Source: an optimization exercise on an open RTL-to-GDS flow (aim: small area). Production flows keep margins and buffers that such runs may drop.
Only simulation tests tie the RTL to the original design; equivalence was not proved.
The clock port is modelled as an ideal driver; clocking choices that lean on that would not hold on a real chip.
Power figures rest on the tool's default switching activity, not on a simulated workload.

## P
Design t11_cpu, start of the top module:
module t11_cpu(
  input         clk,
  input         reset,
  output [15:0] addr,
  input  [15:0] din,
  output [15:0] dout,
  output        wr_n
);
Settings: LEC_CHECK=0, ABC_AREA=1, CAP_MARGIN=20, CORE_MARGIN=2, CORE_UTILIZATION=40, SLEW_MARGIN=20; clock period 11.0 ns.
standard.sh (not shown) runs the stock make flow with config.mk's settings and CLKGATE_MAP_FILE= SYNTH_SCRIPT=/design/flow/synth_recipe.tcl, a recipe that flattens the netlist after the stock synthesis.
==> flow/flow/run.sh <==
#!/bin/bash
# The standard layout (standard.sh) with four changes:
#  - synthesis restructures the logic with ABC (&deepsyn, iteration-bound so it is
#    deterministic) and maps it with the area-oriented mapper (flow/abc_area.script,
#    used through ABC_AREA=1 from a copy of the ORFS scripts folder); the synthesis
#    script itself and every register it makes are unchanged;
#  - ports are buffered with the smallest buffer (buf_1);
#  - CTS builds its tree from clkbuf_8 and adds no dummy loads;
#  - after CTS, leaf clock buffers with few sinks become clkbuf_4
#    (flow/clk_leaf_resize.tcl).
set -e
cp standard.sh standard_sh_copy.log
rm -rf scripts_abc_area
cp -r "$FLOW_HOME/scripts" scripts_abc_area
cp flow/abc_area.script scripts_abc_area/abc_area.script
SCRIPTS_DIR="$PWD/scripts_abc_area" bash standard.sh synth > standard_synth.log 2>&1
export BUFFER_PORTS_ARGS="-buffer_cell sky130_fd_sc_hd__buf_1"
export CTS_ARGS="-sink_clustering_enable -repair_clock_nets -dont_use_dummy_load -buf_list sky130_fd_sc_hd__clkbuf_8"
bash standard.sh cts > standard_cts.log 2>&1
RES_DIR="$PWD/orfs/results/sky130hd/t11_cpu/base" openroad -no_init -exit flow/clk_leaf_resize.tcl > clk_leaf_resize.log 2>&1
bash standard.sh > standard_finish.log 2>&1
==> flow/flow/abc_area.script <==
&get -n
&deepsyn -I 3 -J 200
&put
dch -f
amap
topo
stime -c
==> flow/flow/clk_leaf_resize.tcl <==
# After CTS: leaf clock buffers that drive at most LEAF_MAX flip-flop clock
# pins are swapped from clkbuf_8 to the smaller clkbuf_4 (same pins, same
# origin; the smaller cell stays inside the old one's sites).
set res $::env(RES_DIR)
set leaf_max 11
read_db $res/4_1_cts.odb
set db [ord::get_db]
set small [$db findMaster sky130_fd_sc_hd__clkbuf_4]
set n 0
foreach inst [[ord::get_db_block] getInsts] {
  if {[[$inst getMaster] getName] != "sky130_fd_sc_hd__clkbuf_8"} { continue }
  set net [[$inst findITerm X] getNet]
  set sinks 0
  set leaf 1
  foreach it [$net getITerms] {
    if {[$it getInst] == $inst} { continue }
    incr sinks
    if {[[$it getMTerm] getName] != "CLK"} { set leaf 0 }
  }
  if {$leaf && $sinks <= $leaf_max} {
    $inst swapMaster $small
    incr n
    puts "resized [$inst getName]: $sinks sinks"
  }
}
puts "clock leaf buffers resized: $n"
write_db $res/4_1_cts.odb
> inputs changed (P -> Q)
==> flow/flow/run.sh <==
#!/bin/bash
# The standard layout (standard.sh) with three changes:
#  - synthesis maps the logic with ABC's area-oriented mapper (flow/abc_area.script,
#    used through ABC_AREA=1 from a copy of the ORFS scripts folder); the synthesis
#    script itself and every register it makes are unchanged;
#  - ports are buffered with the smallest buffer (buf_1);
#  - CTS builds its tree from clkbuf_8 and adds no dummy loads.
set -e
cp standard.sh standard_sh_copy.log
rm -rf scripts_abc_area
cp -r "$FLOW_HOME/scripts" scripts_abc_area
cp flow/abc_area.script scripts_abc_area/abc_area.script
SCRIPTS_DIR="$PWD/scripts_abc_area" bash standard.sh synth > standard_synth.log 2>&1
export BUFFER_PORTS_ARGS="-buffer_cell sky130_fd_sc_hd__buf_1"
export CTS_ARGS="-sink_clustering_enable -repair_clock_nets -dont_use_dummy_load -buf_list sky130_fd_sc_hd__clkbuf_8"
bash standard.sh > standard_finish.log 2>&1
==> flow/flow/abc_area.script <==
strash; dch -f; amap; topo; stime -c
-- flow/config.mk --
<<< P, line 10
export CORE_MARGIN = 2
export CORE_UTILIZATION = 40
export SLEW_MARGIN = 20
>>> Q, line 10
export CORE_MARGIN = 2
export CORE_UTILIZATION = 40
export GPL_TIMING_DRIVEN = 0
export SLEW_MARGIN = 20
removed: flow/flow/clk_leaf_resize.tcl
--- outcome ---
Per the comparison of Q with P, maximum frequency shows an increase of 6.3%; distinct cell type count of the synthesized netlist -1; post-detailed-routing wire length up about 0.6%.
In Q, the worst slack on hold paths came out 3.0 ps above the value in P.
Sort P and Q by utilization desc -> top: Q
Summary of the comparison: weighted congestion at the end of routability-driven global placement is lower in Q, relative to P.
Side by side, delay contributed by the slowest stage of the critical path turned out higher in Q than in P.
Q vs P — worst setup slack rose 590 ps.
Status: clock skew parity (P, Q)
Compare P and Q | routing usage on met1 higher: P
Transition at the pin with the smallest max-transition slack for Q is higher than for P.
Input-level comparison between R and Q:
==> flow/flow/run.sh <==
#!/bin/bash
# The standard layout (standard.sh) with four changes:
#  - synthesis maps the logic with ABC's area-oriented mapper (flow/abc_area.script,
#    used through ABC_AREA=1 from a copy of the ORFS scripts folder); the synthesis
#    script itself and every register it makes are unchanged;
#  - ports are buffered with the smallest buffer (buf_1);
#  - CTS builds its tree from clkbuf_8 and adds no dummy loads;
#  - after CTS, leaf clock buffers with few sinks become clkbuf_4
#    (flow/clk_leaf_resize.tcl).
set -e
cp standard.sh standard_sh_copy.log
rm -rf scripts_abc_area
cp -r "$FLOW_HOME/scripts" scripts_abc_area
cp flow/abc_area.script scripts_abc_area/abc_area.script
SCRIPTS_DIR="$PWD/scripts_abc_area" bash standard.sh synth > standard_synth.log 2>&1
export BUFFER_PORTS_ARGS="-buffer_cell sky130_fd_sc_hd__buf_1"
export CTS_ARGS="-sink_clustering_enable -repair_clock_nets -dont_use_dummy_load -buf_list sky130_fd_sc_hd__clkbuf_8"
bash standard.sh cts > standard_cts.log 2>&1
RES_DIR="$PWD/orfs/results/sky130hd/t11_cpu/base" openroad -no_init -exit flow/clk_leaf_resize.tcl > clk_leaf_resize.log 2>&1
bash standard.sh > standard_finish.log 2>&1
==> flow/flow/clk_leaf_resize.tcl (new file) <==
# After CTS: leaf clock buffers that drive at most LEAF_MAX flip-flop clock
# pins are swapped from clkbuf_8 to the smaller clkbuf_4 (same pins, same
# origin; the smaller cell stays inside the old one's sites).
set res $::env(RES_DIR)
set leaf_max 12
read_db $res/4_1_cts.odb
set db [ord::get_db]
set small [$db findMaster sky130_fd_sc_hd__clkbuf_4]
set n 0
foreach inst [[ord::get_db_block] getInsts] {
  if {[[$inst getMaster] getName] != "sky130_fd_sc_hd__clkbuf_8"} { continue }
  set net [[$inst findITerm X] getNet]
  set sinks 0
  set leaf 1
  foreach it [$net getITerms] {
    if {[$it getInst] == $inst} { continue }
    incr sinks
    if {[[$it getMTerm] getName] != "CLK"} { set leaf 0 }
  }
  if {$leaf && $sinks <= $leaf_max} {
    $inst swapMaster $small
    incr n
    puts "resized [$inst getName]: $sinks sinks"
  }
}
puts "clock leaf buffers resized: $n"
write_db $res/4_1_cts.odb
-- flow/config.mk --
<<< Q, line 10
export CORE_MARGIN = 2
export CORE_UTILIZATION = 40
export GPL_TIMING_DRIVEN = 0
export SLEW_MARGIN = 20
>>> R, line 10
export CORE_MARGIN = 2
export CORE_UTILIZATION = 40
export SLEW_MARGIN = 20
--- outcome ---
Compare R and Q | proportion of power drawn by the clock network higher: Q. Wire length of the first global-routing pass of R exceeds that of Q slightly. Summary of the comparison: worst setup slack is higher in R, relative to Q. The destination of the critical timing path comes out W1[12]$_DFFE_PP_ in one run and RF[108]$_DFFE_PP_ in the other, namely in Q and R respectively. R finished every step from synthesis to the final layout, and the layout passed the timing, design-rule and antenna checks. Q went all the way through synthesis, placement and routing and the layout is clean on timing, DRC and antenna. Cell-internal power, R and Q: smaller value in R. Summary of R over Q: part of the power in combinational logic grew by 0.3 points; utilization after layout shrank by 1.0 points.
Edits applied to the flow inputs when going from R to S:
==> flow/flow/run.sh <==
#!/bin/bash
# The standard layout (standard.sh) with three changes:
#  - synthesis maps the logic with ABC's area-oriented mapper (flow/abc_area.script,
#    used through ABC_AREA=1 from a copy of the ORFS scripts folder); the synthesis
#    script itself and every register it makes are unchanged;
#  - ports are buffered with the smallest buffer (buf_1);
#  - CTS builds its tree from clkbuf_8 and adds no dummy loads.
set -e
cp standard.sh standard_sh_copy.log
rm -rf scripts_abc_area
cp -r "$FLOW_HOME/scripts" scripts_abc_area
cp flow/abc_area.script scripts_abc_area/abc_area.script
SCRIPTS_DIR="$PWD/scripts_abc_area" bash standard.sh synth > standard_synth.log 2>&1
export BUFFER_PORTS_ARGS="-buffer_cell sky130_fd_sc_hd__buf_1"
export CTS_ARGS="-sink_clustering_enable -repair_clock_nets -dont_use_dummy_load -buf_list sky130_fd_sc_hd__clkbuf_8"
bash standard.sh > standard_finish.log 2>&1
removed: flow/flow/clk_leaf_resize.tcl
==> comparison <==
S gives more starting DRC count in detailed routing than R did.
Looking only at clock network power share, and setting everything else aside, the higher value of R and S goes to S.
The number of standard-cell rows in the floorplan was comparable across R and S.
R has lower area overhead of the layout relative to synthesis than S.
Between R and S, maximum cell stage delay along the critical path decreased.
Diff R..S | sequential cell count | unchanged
Compared with R, S shows total power that has gone up by a few percent.
Compared to R, S has leakage power about 1% higher.
S reports a higher wire length on met1 than R does.
## Diff of input files: T against S
-- flow/config.mk --
<<< S, line 10
export CORE_MARGIN = 2
export CORE_UTILIZATION = 40
export SLEW_MARGIN = 20
>>> T, line 10
export CORE_MARGIN = 2
export CORE_UTILIZATION = 40
export PLACE_DENSITY = 0.8
export SLEW_MARGIN = 20
### Flow results
- T against S: sequential share of layout area went down by 0.16 points; logic depth of the worst setup path including buffers went up by 1; via-per-instance ratio went down by 0.39%.
- For total power, S and T come out practically identical.

==> port drivers added, routing unchanged <==
The flow's constraints put no driver on any port. The routed layouts listed below were extracted and timed again, unchanged, in two steps. Step 1: set_driving_cell puts a clkbuf_16 on clk and a buf_2 on each other input, an assumption about the parent block. Step 2, shift: input delay + t, output delay - t, t = (earliest + latest rising clock arrival at the registers) / 2. This alone moves slack from input paths to output paths. Three values: ideal ports, drivers, drivers and shift; two values: the first two.
run	t (ns)	setup slack, ns	clock arrival spread, ns
P	0.479	1.014 / 1.014 / 1.014	0.036 / 0.035
Q	0.493	1.607 / 1.607 / 1.607	0.035 / 0.035
R	0.479	2.534 / 2.534 / 2.534	0.039 / 0.039
S	0.492	2.562 / 2.562 / 2.562	0.038 / 0.038
T	0.480	2.489 / 2.489 / 2.489	0.041 / 0.041
After both steps setup and hold are still met in every run listed.
